This is an optimization exercise on Yosys and OpenROAD, whose aim is small area and a short achievable clock period, not a production implementation.
In this exercise RTL edits were held to simulation tests only and were not proved equivalent to the original.
Power figures rest on the tool's default switching activity, not on a simulated workload.

File: design/flow/config.mk
export PLATFORM = sky130hd
export DESIGN_NAME = proc
export DESIGN_NICKNAME = proc
export VERILOG_FILES = /design/flow/design.v
export SDC_FILE = /design/flow/constraint.sdc
export NUM_CORES = 4
export LEC_CHECK = 0
export CAP_MARGIN = 20
export CORE_MARGIN = 2
export CORE_UTILIZATION = 40
export SLEW_MARGIN = 20
File: design/flow/design.v
module proc (
    input         clk,
    input         reset,
    input         intrq,
    input         ioskp,
    input  [11:0] mq,
    input         mql,
    output        dfrm_n,
    output        jump_n,
    output        intak_n,
    output        ioinst,
    output        mdl_n,
    output [11:0] md_n,
    output        mread_n,
    output        mwrite_n);
    genvar i;
    reg s_f1, s_f2, s_d1, s_d2, s_d3, s_e1, s_e2, s_e3, s_i1;
    reg [11:9] ir;
    reg        ir8;
    reg        iotf;                      
    reg [11:0] ac, ma, pc;
    reg        lnk;
    wire acz     = ~| ac;
    wire ir0     = ir == 3'o0;
    wire ir1     = ir == 3'o1;
    wire ir2     = ir == 3'o2;
    wire ir3     = ir == 3'o3;
    wire ir4     = ir == 3'o4;
    wire ir5     = ir == 3'o5;
    wire ir6     = ir == 3'o6;
    wire ir7     = ir == 3'o7;
    wire iotd    = iotf;
    wire grpa    = s_e1 & ir7 & ~ ma[8];
    wire grpb    = s_e1 & ir7 & ma[8] & ~ iotf;
    wire arith1  = s_e1 & ~ ir[11] & ~ ir[10];
    wire isz1    = s_e1 & ir2;
    wire dca1    = s_e1 & ir3;
    wire jms1    = s_e1 & ir4;
    wire jmp1    = s_e1 & ir5;
    wire iot1    = s_e1 & iotd;
    wire and2    = s_e2 & (ir0 | ir1 & acz);
    wire tad2    = s_e2 & ir1 & ~ acz;
    wire isz2    = s_e2 & ir2;
    wire dca2    = s_e2 & ir3;
    wire jms2    = s_e2 & ir4;
    wire iot2    = s_e2 & iotd;
    wire tad3    = s_e3 & ir[9];      
    wire isz3    = s_e3 & ir[10];
    wire jms3    = s_e3 & ir[11];
    wire autoidx = ma[11:3] == 9'o001;
    wire meminst = ~ (mq[11] & mq[10]);
    wire mqgrpb  = mq[11:8] == 4'b1111 & mq[2:0] == 3'b000;
    wire skip    = s_f2 & mqgrpb & (((lnk & mq[4]) | (acz & mq[5]) | (ac[11] & mq[6])) ^ mq[3]);
    wire [11:0] pcc;
    assign pcc[0] = 1'b1;
    assign pcc[1] = pc[0] | skip;
    generate for (i = 2; i < 12; i = i + 1) begin : g_pcc
        assign pcc[i] = pcc[1] & (& pc[i-1:1]);
    end endgenerate
    wire [11:0] pcinc = pc ^ {pcc[11:1], ~ skip};
    wire [11:0] ix = s_e2 & ir[11] ? ma : mq;
    wire [11:0] ixc;
    assign ixc[0] = 1'b1;
    generate for (i = 1; i < 12; i = i + 1) begin : g_ixc
        assign ixc[i] = & ix[i-1:0];
    end endgenerate
    wire [11:0] ixinc = ix ^ ixc;
    wire e1iot = s_e1 & ir[11] & ir[10];
    wire selp  = s_f1 | s_e2 & ir[11] | e1iot & ~ iotd;               
    wire selm  = s_d1 | s_d3 | s_e1 & ~ (ir[11] & ir[10]) | s_e3;     
    wire sela  = e1iot & iotd | s_e2 & ~ ir[11];                      
    wire [11:0] mdo = {12{selp}} & pc | {12{selm}} & ma | {12{sela}} & ac;
    wire brk = jmp1 | jms3 | grpb;
    assign md_n     = ~ mdo;
    assign mdl_n    = ~ lnk;
    assign mread_n  = ~ (s_f1 | s_d1 | arith1 | isz1 | brk & ~ intrq);
    assign mwrite_n = ~ (s_d1 & autoidx | jms1 | dca1 | isz1 | s_i1);
    assign dfrm_n   = ~ (s_e1 & ~ ir[11] & ir8);
    assign jump_n   = ~ (s_e1 & ir[11] & ~ ir[10]);
    assign intak_n  = ~ s_i1;
    assign ioinst   = iot1;
    wire [11:0] tp = ma;
    wire [11:0] tg = ~ ma & ac;
    wire [2:0]  bg, bp;
    generate for (i = 0; i < 3; i = i + 1) begin : g_blk
        assign bg[i] = tg[4*i+3] | tp[4*i+3] & tg[4*i+2] | tp[4*i+3] & tp[4*i+2] & tg[4*i+1] |
                       tp[4*i+3] & tp[4*i+2] & tp[4*i+1] & tg[4*i];
        assign bp[i] = & tp[4*i+3:4*i];
    end endgenerate
    wire [3:0]  bc;                          
    assign bc[0] = 1'b0;
    assign bc[1] = bg[0];
    assign bc[2] = bg[1] | bp[1] & bg[0];
    assign bc[3] = bg[2] | bp[2] & bg[1] | bp[2] & bp[1] & bg[0];
    wire [11:0] tc;
    generate for (i = 0; i < 3; i = i + 1) begin : g_in
        assign tc[4*i]   = bc[i];
        assign tc[4*i+1] = tg[4*i] | tp[4*i] & bc[i];
        assign tc[4*i+2] = tg[4*i+1] | tp[4*i+1] & tg[4*i] | tp[4*i+1] & tp[4*i] & bc[i];
        assign tc[4*i+3] = tg[4*i+2] | tp[4*i+2] & tg[4*i+1] | tp[4*i+2] & tp[4*i+1] & tg[4*i] |
                           tp[4*i+2] & tp[4*i+1] & tp[4*i] & bc[i];
    end endgenerate
    wire [11:0] tsum = tp ^ tc;
    wire        tlnk = lnk ^ bc[3];
    wire [11:0] gy = (ac & {12{~ ma[7]}}) ^ {12{ma[5]}};
    wire [12:0] gc;
    assign gc[0] = ma[0];
    generate for (i = 1; i < 13; i = i + 1) begin : g_g1
        assign gc[i] = ma[0] & (& gy[i-1:0]);
    end endgenerate
    wire [11:0] gsum = gy ^ gc[11:0];
    wire        newl = ((lnk & ~ ma[6]) ^ ma[4]) ^ gc[12];
    wire [12:0] ls   = {newl, gsum};
    wire r_nop  = ma[3:1] == 3'b000;
    wire r_bsw  = ma[3:1] == 3'b001;
    wire r_ral  = ma[3:1] == 3'b010;
    wire r_rtl  = ma[3:1] == 3'b011;
    wire r_rar  = ma[3:1] == 3'b100;
    wire r_rtr  = ma[3:1] == 3'b101;
    wire r_one  = ma[3] & ma[2];
    wire [12:0] rot = {13{r_nop}} & ls |
                      {13{r_bsw}} & {newl, gsum[5:0], gsum[11:6]} |
                      {13{r_ral}} & {ls[11:0], ls[12]} |
                      {13{r_rtl}} & {ls[10:0], ls[12:11]} |
                      {13{r_rar}} & {ls[0], ls[12:1]} |
                      {13{r_rtr}} & {ls[1:0], ls[12:2]} |
                      {13{r_one}};
    wire endinst = and2 | tad3 | dca2 | isz3 | iot2 | grpa;
    always @(posedge clk or posedge reset) begin
        if (reset) begin
            {s_f1, s_f2, s_d1, s_d2, s_d3, s_e1, s_e2, s_e3, s_i1} <= 9'b100000000;
        end else begin
            s_f1 <= endinst & ~ intrq;
            s_i1 <= (endinst | brk) & intrq;
            s_f2 <= s_f1 | brk & ~ intrq;
            s_d1 <= s_f2 & meminst & mq[8];
            s_d2 <= s_d1;
            s_d3 <= s_d2 & autoidx;
            s_e1 <= s_f2 & ~ (meminst & mq[8]) | s_d2 & ~ autoidx | s_d3;
            s_e2 <= s_e1 & (~ ir[11] | ir4 | iotd) | s_i1;
            s_e3 <= s_e2 & (ir1 & ~ acz | ir2 | ir4);
        end
    end
    wire pcinc_en = s_f2 | isz3 & ~| ma | iot2 & ioskp;
    always @(posedge clk or posedge reset) begin
        if (reset)             pc <= 12'o0000;
        else if (jmp1 | jms3)  pc <= ma;
        else if (pcinc_en)     pc <= pcinc;
    end
    always @(posedge clk) begin
        if (s_i1)      ir <= 3'o4;
        else if (s_f2) ir <= mq[11:9];
        if (s_f2)      ir8 <= mq[8];
        if (s_i1)      iotf <= 1'b0;
        else if (s_f2) iotf <= mq[11:9] == 3'o6 | mq[11:8] == 4'b1111 & (| mq[2:0]);
    end
    always @(posedge clk) begin
        if (s_f2)                              ma <= {meminst ? (pc[11:7] & {5{mq[7]}}) : mq[11:7], mq[6:0]};
        else if (s_d2 & autoidx | isz2 | jms2) ma <= ixinc;
        else if (s_d2)                         ma <= mq;
        else if (tad2)                         ma <= mq ^ ac;
        else if (s_i1)                         ma <= 12'o0000;
    end
    wire acmq = s_e2 & (ir[11] | ~ ir[10]);       
    always @(posedge clk) begin
        if (and2 | iot2 | dca2 | grpb & ma[7] | tad3 | grpa)
            ac <= {12{acmq}} & mq & (ac | {12{ir[9] | ir[11]}}) |
                  {12{tad3}} & tsum |
                  {12{s_e1 & ~ ma[8]}} & rot[11:0];
        if (iot2)       lnk <= mql;
        else if (tad3)  lnk <= tlnk;
        else if (grpa)  lnk <= rot[12];
    end
endmodule
File: design/flow/run.sh
#!/bin/bash
# synth_recipe.tcl (not shown) runs the flow's synth.tcl, then flattens the netlist and writes it again
# the make line also repeats each setting of config.mk as NAME=value (left out here)
make -C /OpenROAD-flow-scripts/flow DESIGN_CONFIG=/design/flow/config.mk WORK_HOME=/design/flow/orfs CLKGATE_MAP_FILE= SYNTH_SCRIPT=/design/flow/synth_recipe.tcl finish
File: design/flow/constraint.sdc
create_clock -name core_clock -period 6.5 [get_ports {clk}]
set_input_delay 1.3000 -clock core_clock [delete_from_list [all_inputs] [get_ports {clk}]]
set_output_delay 1.3000 -clock core_clock [all_outputs]
set_load 0.01 [all_outputs]
==> results of run 1 <==
==> routing by layer <==
layer | wire [µm] | part of all wire | GRT usage
met5 | 0 | 0 | 0
met4 | 687 | 0.035 | 0.104
met3 | 1740 | 0.089 | 0.0357
met2 | 9050 | 0.46 | 0.436
met1 | 8150 | 0.42 | 0.364
==> cell usage after synthesis (all sizes together) (14+ instances only) <==
master	number	share of area
a31oi	17	0.019
o22ai	16	0.018
nor2b	14	0.016
nand3	23	0.023
xor2	17	0.027
xnor2	43	0.070
a222oi	15	0.027
dfrtp	20	0.091
mux2i	21	0.039
o21ai	67	0.062
nor2	51	0.037
a21oi	47	0.043
buf	26	0.028
clkbuf	41	0.037
edfxtp	26	0.14
nand2	80	0.055
inv	29	0.020
==> worst max path at each step <==
| stage | start | endpoint | slack (ns) | depth (start not counted) |
|---|---|---|---|---|
| global route | ir[10]$_SDFFE_PP0P_ | mread_n | 1.78 | 8 |
| detailed placement | mq[6] | pc[11]$_DFFE_PP0P_ | 2.41 | 12 |
| floorplan | mq[10] | pc[11]$_DFFE_PP0P_ | 3.20 | 12 |
| finish | ir[10]$_SDFFE_PP0P_ | mread_n | 2.10 | 8 |
| CTS | ir[10]$_SDFFE_PP0P_ | mread_n | 2.12 | 8 |
| global placement | mq[6] | pc[11]$_DFFE_PP0P_ | 2.46 | 12 |
==> through the flow <==
stage	hold slack [ns]	setup slack, ns	cells
2_1_floorplan	0.397	3.20	706
3_3_place_gp	0.467	2.46	859
3_5_place_dp	0.474	2.41	859
4_1_cts	0.489	2.12	867
5_1_grt	0.508	1.78	867
6_report	0.495	2.10	867
==> registers in the layout, summed over array words and instances (netlist names) <==
name  count
ac       12
iotf      1
ir        3
ir8       1
lnk       1
ma       12
pc       12
s_d1      1
s_d2      1
s_d3      1
s_e1      1
s_e2      1
s_e3      1
s_f1      1
s_f2      1
s_i1      1
==> placed cells by master (no fill, tap or decap), types with 4 or more instances in the layout <==
master and n:
a211oi_1 6, a21oi_1 47, a222oi_1 15, a31oi_1 17, a32oi_1 8, and2_1 4, and3_1 6, buf_4 9
clkbuf_16 7, clkdlybuf4s50_1 35, dfrtp_1 20, dfxtp_1 4, edfxtp_1 26, ha_1 7, inv_1 28, mux2i_1 19
nand2_1 79, nand2b_1 7, nand3_1 21, nand3b_1 4, nor2_1 49, nor2b_1 14, nor3_1 11, nor4_1 5
o211ai_1 7, o21ai_0 60, o21ai_1 5, o21bai_1 4, o22ai_1 16, o311ai_1 4, o32ai_1 4, or2_2 5
or3_1 5, xnor2_1 42, xor2_1 17
==> critical path: cells and delay by family (launching register included) <==
kind | cells | cell delay (ns)
buf+inv | 2 | 0.98
compound gates | 2 | 0.50
simple gates | 4 | 0.68
flops | 1 | 0.62
==> logic make-up after synthesis <==
group	after synthesis
fa+ha+maj	7
xor+xnor	60
simple gates	235
compound gates	233
buf+inv	97
flops	51
mux	23
==> area by class of cell <==
class	instances	area [µm²]
fillers	1366	7370
repair buffers	44	418
well taps	176	220
multi-input cells	558	3660
clock buffers	8	180
inverters	30	113
flip-flops and latches	51	1390
==> report_power, final <==
part           leakage, nW  internal, mW  switching (mW)  total, mW
clock               0.0904         0.192           0.132      0.324
combinational         1.55         0.410           0.628       1.04
sequential           0.543         0.436           0.173      0.609
==> metrics.yaml, run 1 <==
sta:
  tightest_slew_ns: 0.965
  finalCriticalPeriod_ns: 4.40
  setup_viol: 0
  tns_ns: 0
  rsz0062_at_grt: "no"
  hold_viol: 0
  fin_crit_sh: 0.677
  clock.fmax_mhz: 227
  slew_headroom: 0.357
  fin_worst_skew_ns: 0.00368
  slew_viol_final: 0
floorplan:
  placementRows: 42
  fp.dieH_um: 121
  die_w_um: 121
  core_area_um2: 13300
  dieArea_um2: 14700
  io_pins: 36
  initial_core_util: 0.413
setup_path:
  ff2ff_path_depth: 13
  critical_path_arrival_ns: 3.10
  regToRegStartpoint: "ac[1]$_DFFE_PP_"
  cpMostUsedCell: "nor2_1"
  rrSetupSlack_ns: 3.02
  cp_data_required_time_ns: 5.20
  crit_type: "reg -> out"
  crit_path_end_kind: "primary output"
  critPathMaxFanout: 21
  cp-start-kind: "flop"
  slowest_delay_ns: 0.62
  r2r_end: "pc[11]$_DFFE_PP0P_"
  crit_chain: "nand2b_1, nor2_1, o21ai_0, inv_1, nor2_1, o21bai_1, nor3_1, clkdlybuf4s50_1"
  critPathSlowestCell: "dfxtp_1"
clocking:
  cts_buffers: 5
  post-cts-setup-buffers: 0
  htree_levels: 2
  holdBufCountCts: 0
  cts_tree: "done"
  clk_pin_slew_worst_paths_ns: 0.07
  cts.sinks: 51
  cts_buffer_depth: 2
  clk_latency_ns: 0.30
  clockRootBuffer: "clkbuf_16"
  post_cts_resize_count: 0
yosys:
  postSynthAreaPerCell_um2: 7.81
  synth_xor_area_frac: 0.0967
  netlist_area_um2: 5510
  yosys.area_share.simple: 0.221
  ys_ff_latch: 51
  synth_cells: 706
  seq_area_frac_synth: 0.252
  synth_ff_type: "edfxtp_1"
  synth_nets: 730
  synth-compound-area-share: 0.287
  synth_fa_ha_area_frac: 0.0159
  synth_mux_area_frac: 0.0436
  yosysWarnings: 1
  ys_types: 82
  synth_edf_count: 26
  async_flop_share: 0.412
  synth_top_family_by_area: "compound AO/OA/AOI/OAI gates"
worst_hold_path:
  hold_end: "s_d2$_DFF_PP0_"
  hold_start: "s_d1$_DFF_PP0_"
  hp-class: "reg -> reg"
  hold_depth: 0
grt:
  grt_first_pass_wirelength_um: 30500
  grt_max_degree: 41
  antenna_found_initial: 0
  grt_pass1_vias: 5309
  track_usage: 0.269
  grt_overflow: 0
drt:
  vias: 5691
  drtPass1Iterations: 8
  drtIter0Drc: 851
  vias_per_cell: 6.56
  antenna_left: 0
  avgRoutedWirePerCell_um: 22.6
  drc_errors: 0
  routed_wl_um: 19600
status:
  status: "finished clean"
layout:
  area_growth_pct: 8.37
  nets: 714
  antennaDiodeCount: 0
  stdcell_area_um2: 5980
  drive_above_1_share: 0.0724
  utilization: 0.448
placement:
  dpl_cell_area_um2: 5800
  place.gp.congestion: 0.915
  dpl.hpwl_um: 13800
  io_buffers: 35
power_and_ir_drop:
  p_total_mw: 1.97
  power_leakage_nw: 2.19
  p_per_area_nw_per_um2: 330
  vdd_drop_max_v: 0.000178
flow_run:
  max_cap_viol_count: 0
==> run 2, diff against run 1 <==
==> design/flow/flow/run.sh (new file) <==
#!/bin/bash
# Standard synthesis, then the combinational logic re-mapped by ABC (flip-flops untouched),
# then the standard layout from the re-mapped netlist. Each tool's output goes to its own log.
set -euo pipefail
W=$(pwd)
F=$W/flow
R=$W/orfs/results/$FLOW_PLATFORM/proc/base
YOSYS=$FLOW_HOME/../tools/install/yosys/bin/yosys
[[ -x $YOSYS ]] || YOSYS=yosys
bash standard.sh synth > $W/log_synth.txt 2>&1
cp $R/1_2_yosys.v $W/standard_netlist.v
if REMAP_LIB=$FLOW_HOME/platforms/sky130hd/lib/sky130_fd_sc_hd__tt_025C_1v80.lib \
   REMAP_IN=$W/standard_netlist.v REMAP_OUT=$W/remap_netlist.v REMAP_TOP=$FLOW_TOP \
   REMAP_ABC=$F/remap.abc REMAP_STAT_IN=$W/remap_stat_in.txt REMAP_STAT_OUT=$W/remap_stat_out.txt \
   $YOSYS -c $F/remap.tcl > $W/log_remap.txt 2>&1 &&
   python3 $F/flops.py $W/standard_netlist.v | sort > $W/flops_standard.txt &&
   python3 $F/flops.py $W/remap_netlist.v | sort > $W/flops_remap.txt &&
   cmp -s $W/flops_standard.txt $W/flops_remap.txt; then
  echo "using the re-mapped netlist" > $W/remap_choice.txt
  cp $W/remap_netlist.v $R/1_2_yosys.v
  rm -f $R/1_synth.odb $R/1_synth.sdc
else
  echo "re-map failed or changed the flip-flops: using the standard netlist" > $W/remap_choice.txt
fi
bash standard.sh > $W/log_layout.txt 2>&1
==> design/flow/flow/flops.py (new file) <==
# Prints "celltype instance" for every flip-flop instance in a flat gate-level netlist.
import re, sys
text = open(sys.argv[1]).read()
for m in re.finditer(r'^\s*(sky130_fd_sc_hd__(?:s?e?df\w+|dl\w+))\s+(\S+)\s*\(', text, re.M):
    print(re.sub(r'_\d+$', '', m.group(1)), m.group(2))
==> design/flow/flow/remap.abc (new file) <==
strash
&get -n
&fraig -x
&put
scorr
dc2
strash
&get -n
&deepsyn -T 10
&synch2
&if -g -K 6
&synch2
&nf -p
&put
buffer -c
upsize -c
dnsize -c
==> design/flow/flow/remap.tcl (new file) <==
# Re-map the combinational logic of the standard synthesis netlist with ABC; the flip-flops
# (and tie cells) are kept as they are, with their names and cell types.
yosys -import
set lib $::env(REMAP_LIB)
read_liberty -ignore_miss_func $lib
setattr -mod -set keep_hierarchy 1 sky130_fd_sc_hd__df* sky130_fd_sc_hd__edf* sky130_fd_sc_hd__sdf* sky130_fd_sc_hd__sedf* sky130_fd_sc_hd__dl* sky130_fd_sc_hd__conb*
read_verilog $::env(REMAP_IN)
hierarchy -top $::env(REMAP_TOP)
flatten
set top $::env(REMAP_TOP)
opt -purge $top
tee -o $::env(REMAP_STAT_IN) stat -liberty $lib $top
abc -liberty $lib -dont_use *probe* -dont_use *lpflow* -script $::env(REMAP_ABC) {*}[expr {[info exists ::env(REMAP_D)] ? [list -D $::env(REMAP_D)] : {}}] $top
opt_clean -purge $top
setundef -zero $top
hilomap -singleton -hicell sky130_fd_sc_hd__conb_1 HI -locell sky130_fd_sc_hd__conb_1 LO $top
splitnets $top
opt_clean -purge $top
insbuf -buf sky130_fd_sc_hd__buf_4 A X $top
check $top
tee -o $::env(REMAP_STAT_OUT) stat -liberty $lib $top
select -module $::env(REMAP_TOP)
write_verilog -noattr -nohex -nodec -selected $::env(REMAP_OUT)
==> design/flow/standard.sh (new file) <==
#!/bin/bash
# synth_recipe.tcl (not shown) runs the flow's synth.tcl, then flattens the netlist and writes it again
# the make line also repeats each setting of config.mk as NAME=value (left out here)
make -C /OpenROAD-flow-scripts/flow DESIGN_CONFIG=/design/flow/config.mk WORK_HOME=/design/flow/orfs CLKGATE_MAP_FILE= SYNTH_SCRIPT=/design/flow/synth_recipe.tcl "${@:-finish}"
removed: design/flow/run.sh
==> run 2 against run 1 <==
Clock power fell by 8.0%. Combinational power rose by 19%. Final cell count fell by 12%. Maximum frequency rose by 0.22%. Die area fell by 14%. Largest power group unchanged. Largest cell class unchanged. Global-route usage rose by 0.29 points. Synthesized cell count fell by 17%. Area after synthesis fell by 14%. Total power rose by 14%. Sequential power rose by 18%. Non-clock buffer count fell by 4. Worst hold slack got worse by 0.038 ns.
==> metrics.yaml, run 2 <==
sta:
  clock.fmax_mhz: 228  # +0.22%
  slew_headroom: 0.424  # +0.0674
  fin_worst_skew_ns: 0.00680  # +0.00313 ns
  tightest_slew_ns: 0.862  # -0.103 ns
  slew_viol_final: 0  # unchanged
  fin_crit_sh: 0.676  # -0.00148
  setup_viol: 0  # unchanged
  hold_viol: 0  # unchanged
  tns_ns: 0  # unchanged
  hold_slack_ns: 0.457  # -0.0375 ns
  finalCriticalPeriod_ns: 4.39  # -0.00962 ns
  rsz0062_at_grt: "no"
worst_hold_path:
  hold_start: "s_d1$_DFF_PP0_"
  hp-class: "reg -> reg"
setup_path:
  regToRegStartpoint: "ma[5]$_DFFE_PP_"
  critPathSlowestCell: "nand2_1"
  crit_path_end_kind: "primary output"
  critPathMaxFanout: 21  # unchanged
  cp_data_required_time_ns: 5.20  # about the same
  critical_path_arrival_ns: 3.09  # about the same
  cp-start-kind: "flop"
  crit_chain: "nand2_1, or3b_2, a222oi_1, clkdlybuf4s50_1"
  slowest_delay_ns: 0.66  # +0.04 ns
  startpoint: "s_e2$_DFF_PP0_"
  crit_type: "reg -> out"
grt:
  track_usage: 0.272  # +0.00286
  antenna_found_initial: 0  # unchanged
  grt_max_degree: 29  # -29%
  grt_overflow: 0  # unchanged
  grt_pass1_vias: 4665  # -12%
  grt_first_pass_wirelength_um: 27100  # -11%
floorplan:
  io_pins: 36  # unchanged
  dieArea_um2: 12700  # -14%
  fp.dieH_um: 113  # -7.2%
  placementRows: 39  # -7.1%
  core_area_um2: 11500  # -14%
  initial_core_util: 0.412  # -0.00154
  die_w_um: 113  # -7.2%
layout:
  top_regs: "ac x12, ma x12, pc x12"
  final_cell_mix: "nand2_1, o21ai_0, nor2_1, a21oi_1, clkdlybuf4s50_1"
  area_growth_pct: 13.9
  nets: 632  # -11%
  utilization: 0.469  # +0.0210
  antennaDiodeCount: 0  # unchanged
  drive_above_1_share: 0.0666  # -0.00580
  fillCellCount: 1143  # -16%
  final_common_cell: "nand2_1"
  register_area_um2: 1390  # unchanged
  multi_input_area_um2: 3200  # -12%
status:
  status: "finished clean"
clocking:
  clk_latency_ns: 0.30  # about the same
  cts_buffers: 5  # unchanged
  htree_levels: 2  # unchanged
  cts.sinks: 51  # unchanged
  clk_pin_slew_worst_paths_ns: 0.07  # about the same
  cts_buffer_depth: 2  # unchanged
  clockRootBuffer: "clkbuf_16"
  cts_tree: "done"
  holdBufCountCts: 0  # unchanged
  post_cts_resize_count: 0  # unchanged
  post-cts-setup-buffers: 0  # unchanged
yosys:
  synth_nets: 601  # -18%
  postSynthAreaPerCell_um2: 8.08  # +3.5%
  synth_cells: 584  # -17%
  netlist_area_um2: 4720  # -14%
  yosysWarnings: 1  # unchanged
drt:
  routed_wl_um: 17600  # -10%
  avgRoutedWirePerCell_um: 23.1  # +2.3%
  drc_errors: 0  # unchanged
  vias: 5011  # -12%
  vias_per_cell: 6.60  # +0.58%
  drtPass1Iterations: 7  # -1
  drtIter0Drc: 680  # -20%
  antenna_left: 0  # unchanged
placement:
  io_buffers: 35  # unchanged
  place.gp.congestion: 1.03  # +12%
  dpl.hpwl_um: 12600  # -8.4%
power_and_ir_drop:
  p_per_area_nw_per_um2: 419  # +27%
  power_leakage_nw: 1.95  # -11%
  vdd_drop_max_v: 0.000201  # +13%
  p_total_mw: 2.25  # +14%
flow_run:
  max_cap_viol_count: 0  # unchanged
==> run 2: worst paths after layout <==
check	to	slack, ns	cells past startpoint
worst max-delay path	md_n[3]	2.11	4
worst min-delay path	s_d2$_DFF_PP0_	0.46	0
worst max register to register	ac[10]$_DFFE_PP_	2.85	11
worst min register to register	s_d2$_DFF_PP0_	0.46	0
max in group asynchronous	pc[3]$_DFFE_PP0P_	4.49	2
min in group asynchronous	pc[9]$_DFFE_PP0P_	1.47	2
==> run 2: cell type report <==
cell class	count	area share
clock buffer	7	0.0286
clock inverter	1	0.00116
inverter	15	0.0105
multi-input combinational	502	0.596
sequential	51	0.258
tap	143	0.0333
timing repair buffer	40	0.0722
==> run 2: metal layers <==
layer / vias to the layer above / global-route usage / routed length (µm)
li1: 2305 / - / -
met1: 2390 / 0.382 / 7450
met2: 269 / 0.426 / 8030
met3: 47 / 0.0346 / 1440
met4: 0 / 0.107 / 643
met5: - / 0 / 0
==> run 2: power breakdown <==
part	internal, mW	leakage [nW]	total (mW)	switching (mW)
registers	0.470	0.546	0.719	0.249
clock network	0.167	0.0796	0.298	0.131
logic	0.498	1.32	1.24	0.737
total	1.14	1.95	2.25	1.12
==> run 2: metrics by stage <==
step                std cells  area (µm²)  worst slack [ns]
floorplan                 584        4720              3.26
global placement          751        5220              2.33
detailed placement        751        5220              2.28
CTS                       759        5380              2.11
global route              759        5380              1.99
finish                    759        5380              2.11
==> run 2: worst max-delay path, delay by kind of cell, from the launching register on <==
kind | cells | cell delay (ns)
AOI/OAI and AO/OA | 1 | 0.43
buffers and inverters | 1 | 0.61
DFF | 1 | 0.44
and+or+nand+nor | 2 | 1.31
==> run 3, diff against run 2 <==
--- a/design/flow/config.mk
+++ b/design/flow/config.mk
@@ -9,3 +9,4 @@
 export CORE_MARGIN = 2
 export CORE_UTILIZATION = 40
+export SETUP_SLACK_MARGIN = 3.4
 export SLEW_MARGIN = 20
==> run 3 against run 2 <==
Still clean on timing, DRC and antenna. Worst setup slack better by 1.1 ns. Core utilization rose by 6.7 points. Count of clock-buffer cells in the layout fell by 1. Area after synthesis increased by 8.0%. Maximum frequency is 34% higher. Clock skew up 0.0019 ns. Sequential power up 2%. Synthesized cell count is 11% higher. Sequential share of layout area shrank 5.0 points. Total power up 57%. Critical endpoint is now md_n[7]. Highest routed layer unchanged.
==> metrics.yaml, run 3 <==
drt:
  drtIter0Drc: 699  # +2.8%
  drtPass1Iterations: 6  # -1
  antenna_left: 0  # unchanged
  routed_wl_um: 21600  # +23%
  vias_per_cell: 6.72  # +1.8%
  drc_errors: 0  # unchanged
  vias: 6167  # +23%
  avgRoutedWirePerCell_um: 23.6  # +1.9%
layout:
  register_area_um2: 1400  # +0.72%
  area_growth_pct: 31.5
  top_regs: "ac x12, ma x12, pc x12"
  final_common_cell: "nand2_1"
  stdcell_area_um2: 6710  # +25%
  drive_above_1_share: 0.228  # +0.161
  nets: 762  # +21%
  final_cell_mix: "nand2_1, buf_4, nor2_1, o21ai_0, xnor2_1"
  fillCellCount: 1221  # +6.8%
  antennaDiodeCount: 0  # unchanged
  multi_input_area_um2: 4030  # +26%
setup_path:
  cp_top_family: "compound AO/OA/AOI/OAI gates"
  cp-start-kind: "flop"
  slowest_delay_ns: 0.60  # -0.06 ns
  critPathMaxFanout: 6  # -71%
  rrSetupSlack_ns: 3.24  # +0.39 ns
  critical_path_arrival_ns: 1.97  # -1.12 ns
  cp_data_required_time_ns: 5.20  # about the same
  crit_path_end_kind: "primary output"
  crit_type: "reg -> out"
  critPathSlowestCell: "a2111o_2"
  crit_chain: "a2111o_2, buf_6, a222oi_1, buf_2"
  timing.critical_path.buf_inv: 2  # +1
clocking:
  clk_latency_ns: 0.30  # about the same
  cts.sinks: 51  # unchanged
  holdBufCountCts: 0  # unchanged
  clk_pin_slew_worst_paths_ns: 0.07  # about the same
  clockRootBuffer: "clkbuf_16"
  cts_buffer_depth: 2  # unchanged
  htree_levels: 2  # unchanged
  cts_tree: "done"
  cts_buffers: 5  # unchanged
sta:
  finalCriticalPeriod_ns: 3.27  # -1.13 ns
  rsz0062_at_grt: "yes"
  tightest_slew_ns: 0.898  # +0.0361 ns
  clock.fmax_mhz: 306  # +34%
  slew_headroom: 0.401  # -0.0233
  tns_ns: 0  # unchanged
  fin_crit_sh: 0.502  # -0.173
  fin_worst_skew_ns: 0.00867  # +0.00186 ns
  setup_viol: 0  # unchanged
  hold_viol: 0  # unchanged
  slew_viol_final: 0  # unchanged
yosys:
  synth_nets: 665  # +11%
  netlist_area_um2: 5100  # +8.0%
  synth_cells: 648  # +11%
  yosysWarnings: 1  # unchanged
  postSynthAreaPerCell_um2: 7.87  # -2.7%
worst_hold_path:
  hp-class: "reg -> reg"
placement:
  dpl_cell_area_um2: 5670  # +8.7%
  dpl.hpwl_um: 14100  # +12%
  place.gp.congestion: 0.959  # -6.8%
  io_buffers: 35  # unchanged
floorplan:
  fp.dieH_um: 117  # +3.8%
  initial_core_util: 0.407  # -0.00433
  io_pins: 36  # unchanged
  dieArea_um2: 13700  # +7.7%
  core_area_um2: 12500  # +9.2%
  die_w_um: 117  # +3.8%
  placementRows: 41  # +5.1%
grt:
  antenna_found_initial: 0  # unchanged
  grt_overflow: 0  # unchanged
  grt_max_degree: 28  # -3.4%
  grt_pass1_vias: 5792  # +24%
  grt_first_pass_wirelength_um: 32100  # +18%
  track_usage: 0.310  # +0.0374
power_and_ir_drop:
  p_per_area_nw_per_um2: 527  # +26%
  vdd_drop_max_v: 0.000202  # +0.87%
  power_leakage_nw: 2.60  # +33%
flow_run:
  max_cap_viol_count: 0  # unchanged
status:
  status: "finished clean"
-- run 3: cell types whose count changed in the layout (fill, tap and decap cells not counted), sizes merged, moves of 7 or more --
cell,change
and2,+7
xor2,-10
inv,+8
o21ai,-19
nand2,+11
clkdlybuf4s50,-25
buf,+74
-- run 3: what timing repair did --
action                                 4_1_cts  5_1_grt
endpoints found under the hold margin        0        0
setup buffers                               37       24
cloned                                       3        1
gates resized for setup                    125       37
pin swaps                                   23       14
setup endpoints to repair                   43       41
-- run 3: worst register-to-register path, cell delays in order (launching register included) --
cell	delay (ns)
edfxtp_1	0.46
buf_4	0.17
inv_1	0.41
nand3_1	0.36
nand3_4	0.27
mux2_4	0.35
a21oi_4	0.20
o221ai_2	0.13
o41a_1	0.43
a211o_1	0.23
-- run 3: power by group --
group          internal (mW)  switching, mW  total [mW]
combinational           1.01           1.51        2.52
sequential             0.520          0.214       0.734
clock                  0.145          0.133       0.279
total                   1.67           1.86        3.53
-- run 3: worst paths after layout --
| kind | from | endpoint | cells past startpoint |
|---|---|---|---|
| min | s_d1$_DFF_PP0_ | s_d2$_DFF_PP0_ | 0 |
| max reg2reg | ma[7]$_DFFE_PP_ | ac[8]$_DFFE_PP_ | 9 |
| min reg2reg | s_d1$_DFF_PP0_ | s_d2$_DFF_PP0_ | 0 |
| max | s_e1$_DFF_PP0_ | md_n[7] | 4 |
| min in group asynchronous | reset | s_f2$_DFF_PP0_ | 2 |
| max in group asynchronous | reset | s_e1$_DFF_PP0_ | 2 |
-- run 3: area by class of cell --
cell class                      count  area share
Sequential cell                    51       0.208
Clock inverter                      2     0.00224
Clock buffer                        6      0.0192
Timing Repair Buffer              102       0.125
Inverter                           21      0.0118
Multi-Input combinational cell    564       0.601
Tap cell                          172      0.0321
-- run 3: metrics by stage --
stage	total power [mW]	hold slack, ns	utilization	setup slack [ns]	cells
after floorplan	2.02	0.392	-	3.37	648
final	3.53	0.531	0.536	3.23	918
after global routing	3.71	0.540	0.536	3.16	918
after global placement	2.64	0.426	0.453	2.53	845
after detailed placement	2.67	0.429	0.453	2.51	845
after CTS	3.25	0.530	0.506	3.26	893
-- run 3: per-layer routing --
layer	share of wire	GRT usage
met5	0	0
met4	0.066	0.189
met3	0.086	0.0463
met2	0.46	0.514
met1	0.39	0.379
==> run 4, diff against run 3 <==
--- a/design/flow/config.mk
+++ b/design/flow/config.mk
@@ -9,4 +9,4 @@
 export CORE_MARGIN = 2
 export CORE_UTILIZATION = 40
-export SETUP_SLACK_MARGIN = 3.4
+export SETUP_SLACK_MARGIN = 3.2
 export SLEW_MARGIN = 20
==> run 4 against run 3 <==
Area after synthesis is 8.0% lower. Critical path type unchanged. Non-clock buffer count down 37. Critical endpoint is now md_n[1]. Final area shrank 14%. Still clean on timing, DRC and antenna. Highest routed layer unchanged.
==> metrics.yaml, run 4 <==
layout:
  fillCellCount: 1163  # -4.8%
  top_regs: "ac x12, ma x12, pc x12"
  antennaDiodeCount: 0  # unchanged
  final_cell_mix: "nand2_1, o21ai_0, nor2_1, a21oi_1, nand3_1"
  drive_above_1_share: 0.160  # -0.0684
  final_cells: 795  # -13%
  nets: 668  # -12%
  stdcell_area_um2: 5740  # -14%
  area_growth_pct: 22.4
  final_common_cell: "nand2_1"
  utilization: 0.503  # -0.0326
sta:
  fin_crit_sh: 0.528  # +0.0256
  tightest_slew_ns: 0.897  # -0.00108 ns
  slew_headroom: 0.401  # +0.000720
  clock.fmax_mhz: 291  # -4.8%
  tns_ns: 0  # unchanged
  hold_viol: 0  # unchanged
  finalCriticalPeriod_ns: 3.43  # +0.166 ns
  slew_viol_final: 0  # unchanged
  rsz0062_at_grt: "yes"
  setup_ws_ns: 3.07  # -0.166 ns
  fin_worst_skew_ns: 0.00791  # -0.000762 ns
  hold_slack_ns: 0.558  # +0.0267 ns
  setup_viol: 0  # unchanged
placement:
  dp_worst_setup_slack_ns: 2.52  # +0.00587 ns
  io_buffers: 35  # unchanged
  dpl_cell_area_um2: 5220  # -7.9%
  placedCellCount: 764  # -9.6%
  dpl.hpwl_um: 12400  # -12%
  place.gp.congestion: 0.925  # -3.5%
setup_path:
  cp-start-kind: "flop"
  crit_chain: "a2111o_2, buf_6, a222oi_1, buf_2"
  cp_top_family: "compound AO/OA/AOI/OAI gates"
  timing.critical_path.buf_inv: 2  # unchanged
  startpoint: "s_d1$_DFF_PP0_"
  critPathSlowestCell: "a2111o_2"
  slowest_delay_ns: 0.54  # -0.06 ns
  critical_path_arrival_ns: 2.13  # +0.16 ns
  critPathMaxFanout: 5  # -1
  regToRegStartpoint: "ac[0]$_DFFE_PP_"
  crit_type: "reg -> out"
  crit_path_end_kind: "primary output"
  cp_data_required_time_ns: 5.20  # about the same
yosys:
  postSynthAreaPerCell_um2: 7.90  # +0.42%
  netlist_area_um2: 4690  # -8.0%
  synth_nets: 611  # -8.1%
  yosysWarnings: 1  # unchanged
  synth_cells: 594  # -8.3%
grt:
  grt_first_pass_wirelength_um: 28100  # -12%
  antenna_found_initial: 0  # unchanged
  grt_max_degree: 26  # -7.1%
  grt_overflow: 0  # unchanged
  grt_pass1_vias: 5045  # -13%
  track_usage: 0.284  # -0.0254
drt:
  vias_per_cell: 6.77  # +0.79%
  drc_errors: 0  # unchanged
  routed_wl_um: 18400  # -15%
  avgRoutedWirePerCell_um: 23.2  # -1.6%
  drtIter0Drc: 741  # +6.0%
  antenna_left: 0  # unchanged
  vias: 5383  # -13%
  drtPass1Iterations: 6  # unchanged
floorplan:
  io_pins: 36  # unchanged
  die_w_um: 112  # -3.9%
  placementRows: 39  # -4.9%
  fp.dieH_um: 112  # -3.9%
  initial_core_util: 0.411  # +0.00368
  dieArea_um2: 12600  # -7.7%
  core_area_um2: 11400  # -8.8%
clocking:
  clockRootBuffer: "clkbuf_16"
  cts_buffers: 5  # unchanged
  clk_pin_slew_worst_paths_ns: 0.07  # about the same
  cts_tree: "done"
  clk_latency_ns: 0.30  # about the same
  holdBufCountCts: 0  # unchanged
  htree_levels: 2  # unchanged
  cts_buffer_depth: 2  # unchanged
  cts.sinks: 51  # unchanged
power_and_ir_drop:
  p_total_mw: 3.12  # -12%
  vdd_drop_max_v: 0.000272  # +34%
  p_per_area_nw_per_um2: 543  # +3.1%
  power_leakage_nw: 2.10  # -19%
worst_hold_path:
  hold_start: "s_d1$_DFF_PP0_"
  hp-class: "reg -> reg"
flow_run:
  max_cap_viol_count: 0  # unchanged
status:
  status: "finished clean"
-- run 4: final timing paths --
| kind | to | slack, ns | depth (start not counted) |
|---|---|---|---|
| worst max register to register | ac[8]$_DFFE_PP_ | 3.18 | 11 |
| worst min register to register | s_d2$_DFF_PP0_ | 0.56 | 0 |
| worst min-delay path | s_d2$_DFF_PP0_ | 0.56 | 0 |
| max in group asynchronous | s_e2$_DFF_PP0_ | 4.40 | 2 |
| min in group asynchronous | pc[10]$_DFFE_PP0P_ | 1.49 | 2 |
| worst max-delay path | md_n[1] | 3.07 | 4 |
-- run 4: repair_timing --
item                       in CTS  in global routing
setup endpoints to repair      35                 38
buffers inserted               10                 12
gates resized for setup        63                 55
gates cloned                    1                  0
pin swaps                      11                 22
-- run 4: cell type report --
| class | instances | area, µm² | share of cell area |
|---|---|---|---|
| multi-input combinational | 510 | 3390 | 0.589 |
| sequential | 51 | 1400 | 0.243 |
| timing repair buffer | 65 | 552 | 0.0961 |
| tap | 143 | 179 | 0.0311 |
| clock buffer | 7 | 153 | 0.0266 |
| inverter | 18 | 71.3 | 0.0124 |
| clock inverter | 1 | 6.26 | 0.00109 |
-- run 4: power breakdown --
part           leakage, nW  internal [mW]  total, mW  switching [mW]
combinational         1.47          0.799       2.12            1.32
sequential           0.545          0.503      0.704           0.201
clock               0.0805          0.165      0.298           0.133
total                 2.10           1.47       3.12            1.65
-- run 4: per-layer routing --
layer  vias to the layer above  GRT usage  part of all wire
met4                         0      0.132             0.036
met2                       355      0.444              0.46
met3                        57     0.0454              0.11
li1                       2392          -                 -
met5                         -          0                 0
met1                      2579      0.387              0.40
==> run 5, diff against run 4 <==
--- a/design/flow/config.mk
+++ b/design/flow/config.mk
@@ -9,4 +9,4 @@
 export CORE_MARGIN = 2
 export CORE_UTILIZATION = 40
-export SETUP_SLACK_MARGIN = 3.2
+export SETUP_SLACK_MARGIN = 3.0
 export SLEW_MARGIN = 20
==> run 5 against run 4 <==
Maximum frequency fell by 0.78%. Synthesized cell count did not move. Combinational power fell by 8%. Core utilization fell by 1.7 points. Worst setup slack got worse by 0.027 ns. Worst hold slack got worse by 0.0087 ns. Critical path depth rose by 1. Die area did not move. Sequential power rose by 3.0%. Sequential cell count did not move. Highest routed layer unchanged. Largest cell class unchanged. First-iteration DRC count fell by 2.0%. Still clean on timing, DRC and antenna.
==> metrics.yaml, run 5 <==
yosys:
  synth_nets: 611  # unchanged
  synth_cells: 594  # unchanged
  yosysWarnings: 1  # unchanged
  postSynthAreaPerCell_um2: 7.90  # unchanged
  netlist_area_um2: 4690  # unchanged
floorplan:
  placementRows: 39  # unchanged
  die_w_um: 112  # unchanged
  initial_core_util: 0.411  # unchanged
  io_pins: 36  # unchanged
  dieArea_um2: 12600  # unchanged
  fp.dieH_um: 112  # unchanged
  core_area_um2: 11400  # unchanged
layout:
  multi_input_area_um2: 3270  # -3.5%
  nets: 657  # -1.6%
  utilization: 0.486  # -0.0169
  area_growth_pct: 18.3
  antennaDiodeCount: 0  # unchanged
  final_common_cell: "nand2_1"
  drive_above_1_share: 0.120  # -0.0394
  fillCellCount: 1167  # +0.34%
  final_cell_mix: "nand2_1, o21ai_0, nor2_1, a21oi_1, nand3_1"
  final_cells: 784  # -1.4%
  register_area_um2: 1400  # unchanged
  top_regs: "ac x12, ma x12, pc x12"
power_and_ir_drop:
  power_leakage_nw: 2.00  # -4.6%
  vdd_drop_max_v: 0.000268  # -1.6%
  p_per_area_nw_per_um2: 535  # -1.6%
placement:
  dpl.hpwl_um: 12400  # unchanged
  placedCellCount: 764  # unchanged
  place.gp.congestion: 0.925  # unchanged
  io_buffers: 35  # unchanged
sta:
  tightest_slew_ns: 0.905  # +0.00763 ns
  fin_crit_sh: 0.532  # +0.00417
  finalCriticalPeriod_ns: 3.46  # +0.0271 ns
  setup_viol: 0  # unchanged
  slew_headroom: 0.396  # -0.00509
  fin_worst_skew_ns: 0.00951  # +0.00161 ns
  tns_ns: 0  # unchanged
  slew_viol_final: 0  # unchanged
  clock.fmax_mhz: 289  # -0.78%
  hold_viol: 0  # unchanged
  rsz0062_at_grt: "no"
grt:
  grt_max_degree: 26  # unchanged
  grt_pass1_vias: 4991  # -1.1%
  grt_overflow: 0  # unchanged
  track_usage: 0.282  # -0.00194
  grt_first_pass_wirelength_um: 28000  # -0.57%
  antenna_found_initial: 0  # unchanged
clocking:
  clk_latency_ns: 0.30  # about the same
  cts_buffer_depth: 2  # unchanged
  cts.sinks: 51  # unchanged
  htree_levels: 2  # unchanged
  cts_tree: "done"
  cts_buffers: 5  # unchanged
  holdBufCountCts: 0  # unchanged
  clockRootBuffer: "clkbuf_16"
  clk_pin_slew_worst_paths_ns: 0.07  # about the same
drt:
  avgRoutedWirePerCell_um: 23.0  # -0.78%
  vias: 5276  # -2.0%
  routed_wl_um: 18000  # -2.2%
  drc_errors: 0  # unchanged
  drtIter0Drc: 726  # -2.0%
  drtPass1Iterations: 7  # +1
  vias_per_cell: 6.73  # -0.61%
  antenna_left: 0  # unchanged
setup_path:
  cp-start-kind: "flop"
  cp_data_required_time_ns: 5.20  # about the same
  crit_path_end_kind: "primary output"
  critical_path_arrival_ns: 2.16  # +0.03 ns
  critPathMaxFanout: 6  # +1
  crit_type: "reg -> out"
worst_hold_path:
  hp-class: "reg -> reg"
flow_run:
  max_cap_viol_count: 0  # unchanged
status:
  status: "finished clean"
-- run 5: final timing paths --
path                            depth (start not counted)           startpoint  slack, ns                end
worst max-delay path                                    5  ir[11]$_SDFFE_PP1P_       3.04            md_n[1]
worst min-delay path                                    0       s_d1$_DFF_PP0_       0.55     s_d2$_DFF_PP0_
worst max register to register                         11      ma[5]$_DFFE_PP_       3.17    ac[2]$_DFFE_PP_
worst min register to register                          0       s_d1$_DFF_PP0_       0.55     s_d2$_DFF_PP0_
max in group asynchronous                               2                reset       4.39     s_e2$_DFF_PP0_
min in group asynchronous                               2                reset       1.49  pc[5]$_DFFE_PP0P_
-- run 5: cell type report --
| cell class | count | share of cell area |
|---|---|---|
| clock inverter | 1 | 0.00113 |
| timing repair buffer | 54 | 0.0861 |
| multi-input combinational | 510 | 0.588 |
| tap | 143 | 0.0322 |
| sequential | 51 | 0.252 |
| inverter | 18 | 0.0128 |
| clock buffer | 7 | 0.0275 |
-- run 5: stage by stage --
step / cell area (µm²) / setup WS, ns / hold slack, ns / total power [mW]
after floorplan: 4690 / 3.40 / 0.392 / 1.90
after global placement: 5220 / 2.58 / 0.455 / 2.50
after detailed placement: 5220 / 2.52 / 0.445 / 2.52
after CTS: 5430 / 2.84 / 0.537 / 2.82
after global routing: 5550 / 2.98 / 0.551 / 3.15
final: 5550 / 3.04 / 0.549 / 2.97
-- run 5: timing repair --
action                                 in CTS  in global routing
setup endpoints to repair                  21                 32
resized for setup                          29                 24
endpoints found under the hold margin       0                  0
pin swaps                                   5                  5
buffers inserted                            3                  8
gates cloned                                1                  0
-- run 5: worst max-delay path: stages, from the launching register on --
cell	delay, ns
dfxtp_4	0.39
nand2_4	0.08
a2111o_2	0.57
buf_4	0.17
a222oi_1	0.43
buf_2	0.21
-- run 5: metal layers --
metal | global-route usage | share of wire
met1 | 0.388 | 0.40
met2 | 0.443 | 0.45
met3 | 0.0464 | 0.11
met4 | 0.117 | 0.039
met5 | 0 | 0
-- run 5: where the power goes --
| part | total, mW | internal (mW) | switching [mW] |
|---|---|---|---|
| logic | 1.94 | 0.725 | 1.22 |
| clock network | 0.298 | 0.165 | 0.133 |
| registers | 0.725 | 0.503 | 0.222 |
| total | 2.97 | 1.39 | 1.57 |
==> run 6, diff against run 5 <==
--- a/design/flow/flow/run.sh
+++ b/design/flow/flow/run.sh
@@ -23,3 +23,3 @@
   echo "re-map failed or changed the flip-flops: using the standard netlist" > $W/remap_choice.txt
 fi
-bash standard.sh > $W/log_layout.txt 2>&1
+bash standard.sh "BUFFER_PORTS_ARGS=-buffer_cell sky130_fd_sc_hd__buf_1" finish > $W/log_layout.txt 2>&1
==> run 6 against run 5 <==
Clock power grew 6%. Non-clock buffer count grew 5. Worst setup slack better by 0.048 ns. First-iteration DRC count fell by 16%. Count of clock-buffer cells in the layout did not move. Critical endpoint unchanged. Sequential power decreased by 6.8%. Critical path type unchanged. Critical path depth shrank 1. Via count decreased by 3.2%. Area after synthesis increased by 0.59%.
==> metrics.yaml, run 6 <==
status:
  status: "finished clean"
sta:
  setup_viol: 0  # unchanged
  finalCriticalPeriod_ns: 3.41  # -0.0477 ns
  fin_worst_skew_ns: 0.0147  # +0.00523 ns
  tns_ns: 0  # unchanged
  hold_viol: 0  # unchanged
  fin_crit_sh: 0.525  # -0.00734
  clock.fmax_mhz: 293  # +1.4%
  setup_ws_ns: 3.09  # +0.0477 ns
  slew_headroom: 0.437  # +0.0409
  slew_viol_final: 0  # unchanged
  tightest_slew_ns: 0.843  # -0.0613 ns
  rsz0062_at_grt: "no"
setup_path:
  timing.critical_path.buf_inv: 1  # -1
  regToRegStartpoint: "ac[6]$_DFFE_PP_"
  critical_path_arrival_ns: 2.11  # -0.05 ns
  crit_type: "reg -> out"
  path_depth: 4  # -1
  rrSetupSlack_ns: 3.14  # -0.03 ns
  cp_top_family: "simple AND/OR/NAND/NOR gates"
  r2r_end: "pc[9]$_DFFE_PP0P_"
  cp_data_required_time_ns: 5.20  # about the same
  critPathMaxFanout: 12  # +6
  worstSetupEndpoint: "md_n[1]"
  critPathSlowestCell: "dfrtp_1"
  crit_path_end_kind: "primary output"
  cp-start-kind: "flop"
  ff2ff_path_depth: 10  # -1
  slowest_delay_ns: 0.49  # -0.08 ns
  crit_chain: "nor3b_1, or3b_4, a222oi_1, buf_1"
  startpoint: "s_e1$_DFF_PP0_"
floorplan:
  die_w_um: 113  # +0.28%
  placementRows: 39  # unchanged
  initial_core_util: 0.412  # +0.000652
  fp.dieH_um: 113  # +0.28%
  io_pins: 36  # unchanged
  dieArea_um2: 12700  # +0.56%
  core_area_um2: 11500  # +0.43%
clocking:
  cts_buffer_depth: 2  # unchanged
  clockRootBuffer: "clkbuf_16"
  htree_levels: 2  # unchanged
  cts_tree: "done"
  clk_pin_slew_worst_paths_ns: 0.07  # about the same
  cts.sinks: 51  # unchanged
  clk_latency_ns: 0.31  # about the same
  holdBufCountCts: 0  # unchanged
  cts_buffers: 5  # unchanged
flow_run:
  max_cap_viol_count: 0  # unchanged
placement:
  place.gp.congestion: 0.989  # +7.0%
  dpl.hpwl_um: 12500  # about the same
  dp_worst_setup_slack_ns: 2.63  # +0.109 ns
  dpl_cell_area_um2: 5000  # -4.3%
  io_buffers: 35  # unchanged
drt:
  routed_wl_um: 17700  # -1.9%
  drc_errors: 0  # unchanged
  drtPass1Iterations: 6  # -1
  vias: 5106  # -3.2%
  vias_per_cell: 6.55  # -2.6%
  antenna_left: 0  # unchanged
  drtIter0Drc: 612  # -16%
  avgRoutedWirePerCell_um: 22.7  # -1.2%
power_and_ir_drop:
  intPower_mw: 1.12  # -19%
  p_seq_frac: 0.297  # +0.053
  p_total_mw: 2.27  # -23%
  clock_power_share: 0.139  # +0.039
  p_per_area_nw_per_um2: 422  # -21%
  swShare: 0.506  # -0.0244
  power_frac_comb: 0.563  # -0.092
  power_leakage_nw: 1.96  # -1.8%
  vdd_drop_max_v: 0.000211  # -21%
  switchingPower_mw: 1.15  # -27%
layout:
  area_growth_pct: 14.2
  final_common_cell: "nand2_1"
  utilization: 0.470  # -0.0161
  stdcell_area_um2: 5390  # -2.9%
  final_cell_mix: "nand2_1, o21ai_0, nor2_1, a21oi_1, buf_1"
  top_regs: "ac x12, ma x12, pc x12"
  nets: 652  # -0.76%
  drive_above_1_share: 0.113  # -0.00692
  antennaDiodeCount: 0  # unchanged
grt:
  grt_max_degree: 29  # +12%
  grt_first_pass_wirelength_um: 27400  # -1.9%
  grt_overflow: 0  # unchanged
  grt_pass1_vias: 4906  # -1.7%
  antenna_found_initial: 0  # unchanged
  track_usage: 0.275  # -0.00686
yosys:
  postSynthAreaPerCell_um2: 8.08  # +2.3%
  synth_cells: 584  # -1.7%
  netlist_area_um2: 4720  # +0.59%
  synth_nets: 601  # -1.6%
  yosysWarnings: 1  # unchanged
worst_hold_path:
  hp-class: "reg -> reg"
-- run 6: worst min path at each step --
| stage | cells after the start | endpoint | slack [ns] | start |
|---|---|---|---|---|
| floorplan | 0 | s_d2$_DFF_PP0_ | 0.39 | s_d1$_DFF_PP0_ |
| global placement | 0 | s_d2$_DFF_PP0_ | 0.44 | s_d1$_DFF_PP0_ |
| detailed placement | 0 | s_d2$_DFF_PP0_ | 0.43 | s_d1$_DFF_PP0_ |
| CTS | 0 | s_d2$_DFF_PP0_ | 0.46 | s_d1$_DFF_PP0_ |
| global route | 0 | s_d2$_DFF_PP0_ | 0.48 | s_d1$_DFF_PP0_ |
| finish | 0 | s_d2$_DFF_PP0_ | 0.46 | s_d1$_DFF_PP0_ |
-- run 6: repair_timing --
| item | CTS | global route |
|---|---|---|
| setup endpoints to repair | 22 | 22 |
| gates resized for setup | 9 | 7 |
| buffers inserted | 5 | 14 |
| cloned | 0 | 1 |
| pin swaps | 0 | 1 |
-- run 6: routing by layer --
metal / vias up / GRT usage / wire length (µm)
met3: 35 / 0.0265 / 1310
li1: 2352 / - / -
met1: 2462 / 0.372 / 7400
met4: 0 / 0.105 / 536
met2: 257 / 0.457 / 8460
met5: - / 0 / 0
-- run 6: area by class of cell --
cell class,count,area [µm²]
Tap cell,143,179
Multi-Input combinational cell,503,3280
Clock buffer,7,164
Sequential cell,51,1390
Inverter,15,56.3
Clock inverter,1,8.76
Timing Repair Buffer,59,312
Fill cell,1137,6080
-- run 6: power groups by stage --
stage,combinational (mW),sequential [mW],clock (mW)
finish,1.28,0.676,0.317
global route,1.38,0.692,0.329
CTS,1.20,0.693,0.316
detailed placement,1.16,0.701,0
global placement,1.15,0.700,0
floorplan,0.843,0.641,0
-- run 6: worst reg2reg max path: stages (launching register included) --
cell and delay (ns):
edfxtp_1 0.63, or4_4 0.55, nor4_4 0.41, a222oi_1 0.17, xnor2_1 0.28, and3_2 0.28
o211ai_2 0.13, and4bb_4 0.39, nand4_1 0.13, xor2_1 0.16, o21ai_0 0.15
-- run 6: metrics by stage --
stage / cells / hold slack [ns]
6_report: 779 / 0.462
5_1_grt: 779 / 0.477
4_1_cts: 764 / 0.465
3_5_place_dp: 751 / 0.434
3_3_place_gp: 751 / 0.439
2_1_floorplan: 584 / 0.392
==> run 7, diff against run 6 <==
--- a/design/flow/config.mk
+++ b/design/flow/config.mk
@@ -9,4 +9,4 @@
 export CORE_MARGIN = 2
 export CORE_UTILIZATION = 40
-export SETUP_SLACK_MARGIN = 3.0
+export SETUP_SLACK_MARGIN = 3.6
 export SLEW_MARGIN = 20
==> run 7 against run 6 <==
Critical path depth shrank 1. Worst setup slack gained 0.14 ns. Final area grew 17%. Still clean. Area after synthesis shrank 0.58%. Highest routed layer unchanged. Sequential power grew 4.3%. Sequential share of layout area shrank 3.7 points. Routed wire length grew 15%. Core utilization grew 8.4 points.
==> metrics.yaml, run 7 <==
status:
  status: "finished clean"
sta:
  tightest_slew_ns: 0.892  # +0.0492 ns
  rsz0062_at_grt: "yes"
  tns_ns: 0  # unchanged
  fin_crit_sh: 0.503  # -0.0222
  hold_viol: 0  # unchanged
  slew_viol_final: 0  # unchanged
  fin_worst_skew_ns: 0.00562  # -0.00913 ns
  slew_headroom: 0.404  # -0.0328
  clock.fmax_mhz: 306  # +4.4%
  setup_viol: 0  # unchanged
  finalCriticalPeriod_ns: 3.27  # -0.144 ns
clocking:
  cts_buffers: 5  # unchanged
  cts_buffer_depth: 2  # unchanged
  clk_pin_slew_worst_paths_ns: 0.07  # about the same
  holdBufCountCts: 0  # unchanged
  cts.sinks: 51  # unchanged
  clk_latency_ns: 0.32  # about the same
  htree_levels: 2  # unchanged
  cts_tree: "done"
  clockRootBuffer: "clkbuf_16"
setup_path:
  r2r_end: "ac[8]$_DFFE_PP_"
  crit_path_end_kind: "primary output"
  regToRegStartpoint: "ac[0]$_DFFE_PP_"
  crit_type: "reg -> out"
  critical_path_arrival_ns: 1.97  # -0.14 ns
  cp-start-kind: "flop"
  rrSetupSlack_ns: 3.27  # +0.13 ns
  cp_data_required_time_ns: 5.20  # about the same
  crit_chain: "a2111o_2, a222oi_1, buf_2"
  ff2ff_path_depth: 11  # +1
  slowest_delay_ns: 0.57  # +0.08 ns
  critPathSlowestCell: "a2111o_2"
  critPathMaxFanout: 6  # -6
drt:
  avgRoutedWirePerCell_um: 24.0  # +5.8%
  drtIter0Drc: 950  # +55%
  vias: 5759  # +13%
  antenna_left: 0  # unchanged
  drtPass1Iterations: 7  # +1
  vias_per_cell: 6.79  # +3.6%
  drc_errors: 0  # unchanged
  routed_wl_um: 20400  # +15%
power_and_ir_drop:
  power_leakage_nw: 2.33  # +19%
  vdd_drop_max_v: 0.000314  # +48%
  p_per_area_nw_per_um2: 560  # +33%
worst_hold_path:
  hold_end: "s_d2$_DFF_PP0_"
  hold_start: "s_d1$_DFF_PP0_"
  hp-class: "reg -> reg"
  hold_depth: 0  # unchanged
grt:
  grt_overflow: 0  # unchanged
  track_usage: 0.312  # +0.0369
  grt_max_degree: 26  # -10%
  grt_first_pass_wirelength_um: 30800  # +12%
  grt_pass1_vias: 5565  # +13%
  antenna_found_initial: 0  # unchanged
layout:
  final_cells: 848  # +8.9%
  antennaDiodeCount: 0  # unchanged
  top_regs: "ac x12, ma x12, pc x12"
  final_cell_mix: "buf_4, nand2_1, o21ai_0, nor2_1, a21oi_1"
  nets: 721  # +11%
  area_growth_pct: 34.8
  drive_above_1_share: 0.289  # +0.176
  final_common_cell: "buf_4"
placement:
  io_buffers: 35  # unchanged
  place.gp.congestion: 0.942  # -4.8%
  placedCellCount: 763  # +1.6%
  dpl.hpwl_um: 13000  # +4.0%
yosys:
  synth_cells: 594  # +1.7%
  netlist_area_um2: 4690  # -0.58%
  yosysWarnings: 1  # unchanged
  postSynthAreaPerCell_um2: 7.90  # -2.3%
  synth_nets: 611  # +1.7%
floorplan:
  fp.dieH_um: 112  # -0.28%
  dieArea_um2: 12600  # -0.56%
  initial_core_util: 0.411  # -0.000652
  placementRows: 39  # unchanged
  die_w_um: 112  # -0.28%
  io_pins: 36  # unchanged
  core_area_um2: 11400  # -0.42%
flow_run:
  max_cap_viol_count: 0  # unchanged
run 7: routing by layer:
layer / global-route usage / up-vias / part of all wire
met5: 0 / - / 0
met3: 0.0729 / 99 / 0.12
met2: 0.482 / 442 / 0.45
met1: 0.413 / 2719 / 0.38
li1: - / 2499 / -
met4: 0.152 / 0 / 0.054
run 7: layout make-up:
type / count / area [µm²]
tap: 143 / 179
multi-input combinational: 510 / 3650
sequential: 51 / 1400
fill: 1052 / 5090
inverter: 18 / 75.1
clock inverter: 1 / 8.76
timing repair buffer: 118 / 862
clock buffer: 7 / 154
run 7: per-stage QoR:
step	util	setup WS, ns	hold WS (ns)	cell area, µm²	power (mW)
floorplan	-	3.50	0.408	4790	1.92
global placement	0.445	2.88	0.470	5080	2.46
detailed placement	0.445	2.70	0.485	5080	2.47
CTS	0.528	3.24	0.504	6030	3.29
global route	0.554	3.15	0.522	6320	3.71
finish	0.554	3.23	0.524	6320	3.54
run 7: worst max-delay path, delay by kind of cell, from the launching register on:
family / cells / cell delay [ns]
AO/OA/AOI/OAI: 2 / 1.00
flip-flops: 1 / 0.44
buffers and inverters: 1 / 0.21
run 7: worst max path at each step:
| stage | cells past startpoint | endpoint | from |
|---|---|---|---|
| after floorplan | 10 | ac[8]$_DFFE_PP_ | ma[5]$_DFFE_PP_ |
| after global placement | 9 | ma[0]$_DFFE_PP_ | ma[7]$_DFFE_PP_ |
| after detailed placement | 10 | ac[8]$_DFFE_PP_ | ma[7]$_DFFE_PP_ |
| after CTS | 3 | md_n[1] | s_e1$_DFF_PP0_ |
| after global routing | 6 | md_n[0] | s_e2$_DFF_PP0_ |
| final | 3 | md_n[0] | s_e1$_DFF_PP0_ |
run 7: power breakdown:
| group | switching [mW] | internal [mW] |
|---|---|---|
| clock network | 0.140 | 0.169 |
| registers | 0.203 | 0.502 |
| logic | 1.50 | 1.03 |
| total | 1.84 | 1.70 |
run 7: timing repair:
item | 4_1_cts | 5_1_grt
setup endpoints to repair | 43 | 68
cloned | 1 | 0
buffers inserted | 58 | 18
pin swaps | 44 | 20
resized for setup | 88 | 43
==> run 8, diff against run 7 <==
--- a/design/flow/config.mk
+++ b/design/flow/config.mk
@@ -8,5 +8,5 @@
 export CAP_MARGIN = 20
 export CORE_MARGIN = 2
-export CORE_UTILIZATION = 40
-export SETUP_SLACK_MARGIN = 3.6
+export CORE_UTILIZATION = 60
+export SETUP_SLACK_MARGIN = 3.3
 export SLEW_MARGIN = 20
==> run 8 against run 7 <==
Final cell count is 8.4% lower. Worst setup slack worse by 0.020 ns. Count of clock-buffer cells in the layout is 2 lower. Routed wire length is 8.4% lower. Combinational power is 39% lower. Area after synthesis is 0.59% higher. Sequential power is 6.1% lower. Largest cell class unchanged. Non-clock buffer count is 23 lower. Die area is 32% lower. Final area is 8.1% lower. Sequential cell count stayed put.
==> metrics.yaml, run 8 <==
grt:
  track_usage: 0.419  # +0.107
  antenna_found_initial: 0  # unchanged
  grt_max_degree: 29  # +12%
  grt_pass1_vias: 4997  # -10%
  grt_first_pass_wirelength_um: 27700  # -9.8%
  grt_overflow: 0  # unchanged
yosys:
  netlist_area_um2: 4720  # +0.59%
  synth_cells: 584  # -1.7%
  postSynthAreaPerCell_um2: 8.08  # +2.3%
  synth_nets: 601  # -1.6%
  yosysWarnings: 1  # unchanged
setup_path:
  cp-start-kind: "flop"
  crit_type: "reg -> out"
  crit_path_end_kind: "primary output"
  startpoint: "s_e1$_DFF_PP0_"
  cp_data_required_time_ns: 5.20  # about the same
  regToRegStartpoint: "ac[1]$_DFFE_PP_"
  worstSetupEndpoint: "md_n[11]"
  critPathMaxFanout: 8  # +2
  critical_path_arrival_ns: 1.99  # +0.02 ns
  ff2ff_path_depth: 12  # +1
  r2r_end: "ac[8]$_DFFE_PP_"
  rrSetupSlack_ns: 3.32  # +0.05 ns
worst_hold_path:
  hp-class: "reg -> reg"
sta:
  slew_headroom: 0.427  # +0.0226
  hold_viol: 0  # unchanged
  tns_ns: 0  # unchanged
  slew_viol_final: 0  # unchanged
  clock.fmax_mhz: 304  # -0.62%
  setup_viol: 0  # unchanged
  rsz0062_at_grt: "yes"
  fin_crit_sh: 0.506  # +0.00315
  tightest_slew_ns: 0.859  # -0.0338 ns
  finalCriticalPeriod_ns: 3.29  # +0.0205 ns
  hold_slack_ns: 0.535  # +0.0110 ns
  fin_worst_skew_ns: 0.0119  # +0.00627 ns
power_and_ir_drop:
  power_leakage_nw: 2.21  # -5.1%
  p_per_area_nw_per_um2: 416  # -26%
  swShare: 0.519  # about the same
  vdd_drop_max_v: 0.000268  # -15%
  power_frac_comb: 0.639  # -0.075
  clock_power_share: 0.087  # about the same
  switchingPower_mw: 1.25  # -32%
  p_seq_frac: 0.274  # +0.075
  intPower_mw: 1.16  # -32%
  p_total_mw: 2.42  # -32%
placement:
  io_buffers: 35  # unchanged
  dpl.hpwl_um: 11600  # -10%
  place.gp.congestion: 0.988  # +4.9%
  placedCellCount: 709  # -7.1%
layout:
  drive_above_1_share: 0.225  # -0.0642
  final_common_cell: "nand2_1"
  nets: 691  # -4.2%
  top_regs: "ac x12, ma x12, pc x12"
  area_growth_pct: 23.2
  antennaDiodeCount: 0  # unchanged
  final_cells: 777  # -8.4%
  utilization: 0.756  # +0.202
  final_cell_mix: "nand2_1, o21ai_0, buf_4, nor2_1, a21oi_1"
  fillCellCount: 594  # -44%
drt:
  drtIter0Drc: 891  # -6.2%
  avgRoutedWirePerCell_um: 24.0  # about the same
  drtPass1Iterations: 8  # +1
  vias: 5616  # -2.5%
  routed_wl_um: 18700  # -8.4%
  antenna_left: 0  # unchanged
  vias_per_cell: 7.23  # +6.4%
  drc_errors: 0  # unchanged
flow_run:
  max_cap_viol_count: 0  # unchanged
floorplan:
  core_area_um2: 7690  # -33%
  placementRows: 32  # -18%
  fp.dieH_um: 92.7  # -17%
  dieArea_um2: 8590  # -32%
  die_w_um: 92.7  # -17%
  io_pins: 36  # unchanged
  initial_core_util: 0.614  # +0.203
clocking:
  clk_latency_ns: 0.32  # about the same
  cts_buffer_depth: 2  # unchanged
  cts_tree: "done"
  cts_buffers: 5  # unchanged
  clk_pin_slew_worst_paths_ns: 0.12  # +0.05 ns
  htree_levels: 2  # unchanged
  cts.sinks: 51  # unchanged
  clockRootBuffer: "clkbuf_8"
status:
  status: "finished clean"
run 8: layer usage:
layer	vias up	global-route usage	part of all wire	routed length, µm
li1	2445	-	-	-
met1	2605	0.532	0.36	6700
met2	460	0.681	0.46	8550
met3	106	0.0895	0.12	2300
met4	0	0.203	0.060	1120
met5	-	0	0	0
run 8: worst min path at each step:
stage / slack, ns / cells after the start / from / endpoint
global route: 0.54 / 0 / s_d1$_DFF_PP0_ / s_d2$_DFF_PP0_
floorplan: 0.39 / 0 / s_d1$_DFF_PP0_ / s_d2$_DFF_PP0_
finish: 0.53 / 0 / s_d1$_DFF_PP0_ / s_d2$_DFF_PP0_
CTS: 0.49 / 0 / s_d1$_DFF_PP0_ / s_d2$_DFF_PP0_
global placement: 0.43 / 0 / s_d1$_DFF_PP0_ / s_d2$_DFF_PP0_
detailed placement: 0.43 / 0 / s_d1$_DFF_PP0_ / s_d2$_DFF_PP0_
run 8: power groups by stage:
stage	Clock, mW	Combinational (mW)	Sequential (mW)
3_5_place_dp	0	1.13	0.705
5_1_grt	0.217	1.63	0.670
4_1_cts	0.204	1.34	0.658
3_3_place_gp	0	1.12	0.701
6_report	0.210	1.55	0.662
2_1_floorplan	0	0.844	0.642
run 8: per-stage QoR:
stage / instance area [µm²] / setup WS (ns)
after floorplan: 4730 / 3.33
after global placement: 4940 / 2.80
after detailed placement: 4940 / 2.69
after CTS: 5450 / 3.26
after global routing: 5810 / 3.16
final: 5810 / 3.21
run 8: cell type report:
cell class | instances | area [µm²] | share of cell area
multi-input combinational | 506 | 3520 | 0.605
sequential | 51 | 1400 | 0.241
timing repair buffer | 95 | 613 | 0.105
tap | 102 | 128 | 0.0220
clock buffer | 5 | 68.8 | 0.0118
inverter | 15 | 60.1 | 0.0103
clock inverter | 3 | 26.3 | 0.00452
run 8: critical path, stage by stage (launching register included):
cell and delay (ns):
dfrtp_2 0.48, nor3b_4 0.19, or3b_4 0.43, a222oi_1 0.37, buf_2 0.19
run 8: repair_timing:
action,4_1_cts,5_1_grt
hold buffers,0,0
setup buffers,32,23
resized for setup,40,43
gates cloned,4,1
pin swaps,9,24
setup endpoints to repair,33,30

-- separate check: timing with driven ports --
Ports are ideal in the flow. The routed layouts listed here were re-timed in OpenROAD. Step 1 sets driving cells, clkbuf_16 on the clock port and buf_2 on the other inputs (assumed; they add their load-dependent delay and slew). Step 2 also shifts input and output timing later by t, the mid clock arrival at the registers, as if the neighbouring blocks saw the same clock. Three values: ideal, step 1, step 2; two values: the first two.
run	shift t [ns]	setup WS [ns]	clock arrival spread, ns	worst data-port slew with drivers (ns)
run 1	0.346	2.099 / 2.054 / 2.367	0.003 / 0.003	0.03
run 2	0.338	2.109 / 2.068 / 2.236	0.007 / 0.007	0.03
run 3	0.333	3.235 / 3.198 / 3.165	0.009 / 0.008	0.05
run 4	0.340	3.069 / 3.028 / 2.973	0.008 / 0.008	0.03
run 5	0.339	3.042 / 3.002 / 2.873	0.010 / 0.010	0.03
run 6	0.345	3.089 / 3.048 / 2.813	0.015 / 0.015	0.04
run 7	0.351	3.233 / 3.195 / 3.266	0.005 / 0.006	0.07
run 8	0.352	3.213 / 3.177 / 3.076	0.012 / 0.012	0.04
After both steps setup and hold are still met in every run listed. For run 6, which loses most, drivers alone change the setup slack by -0.041 ns; drivers and shift together by -0.276 ns.
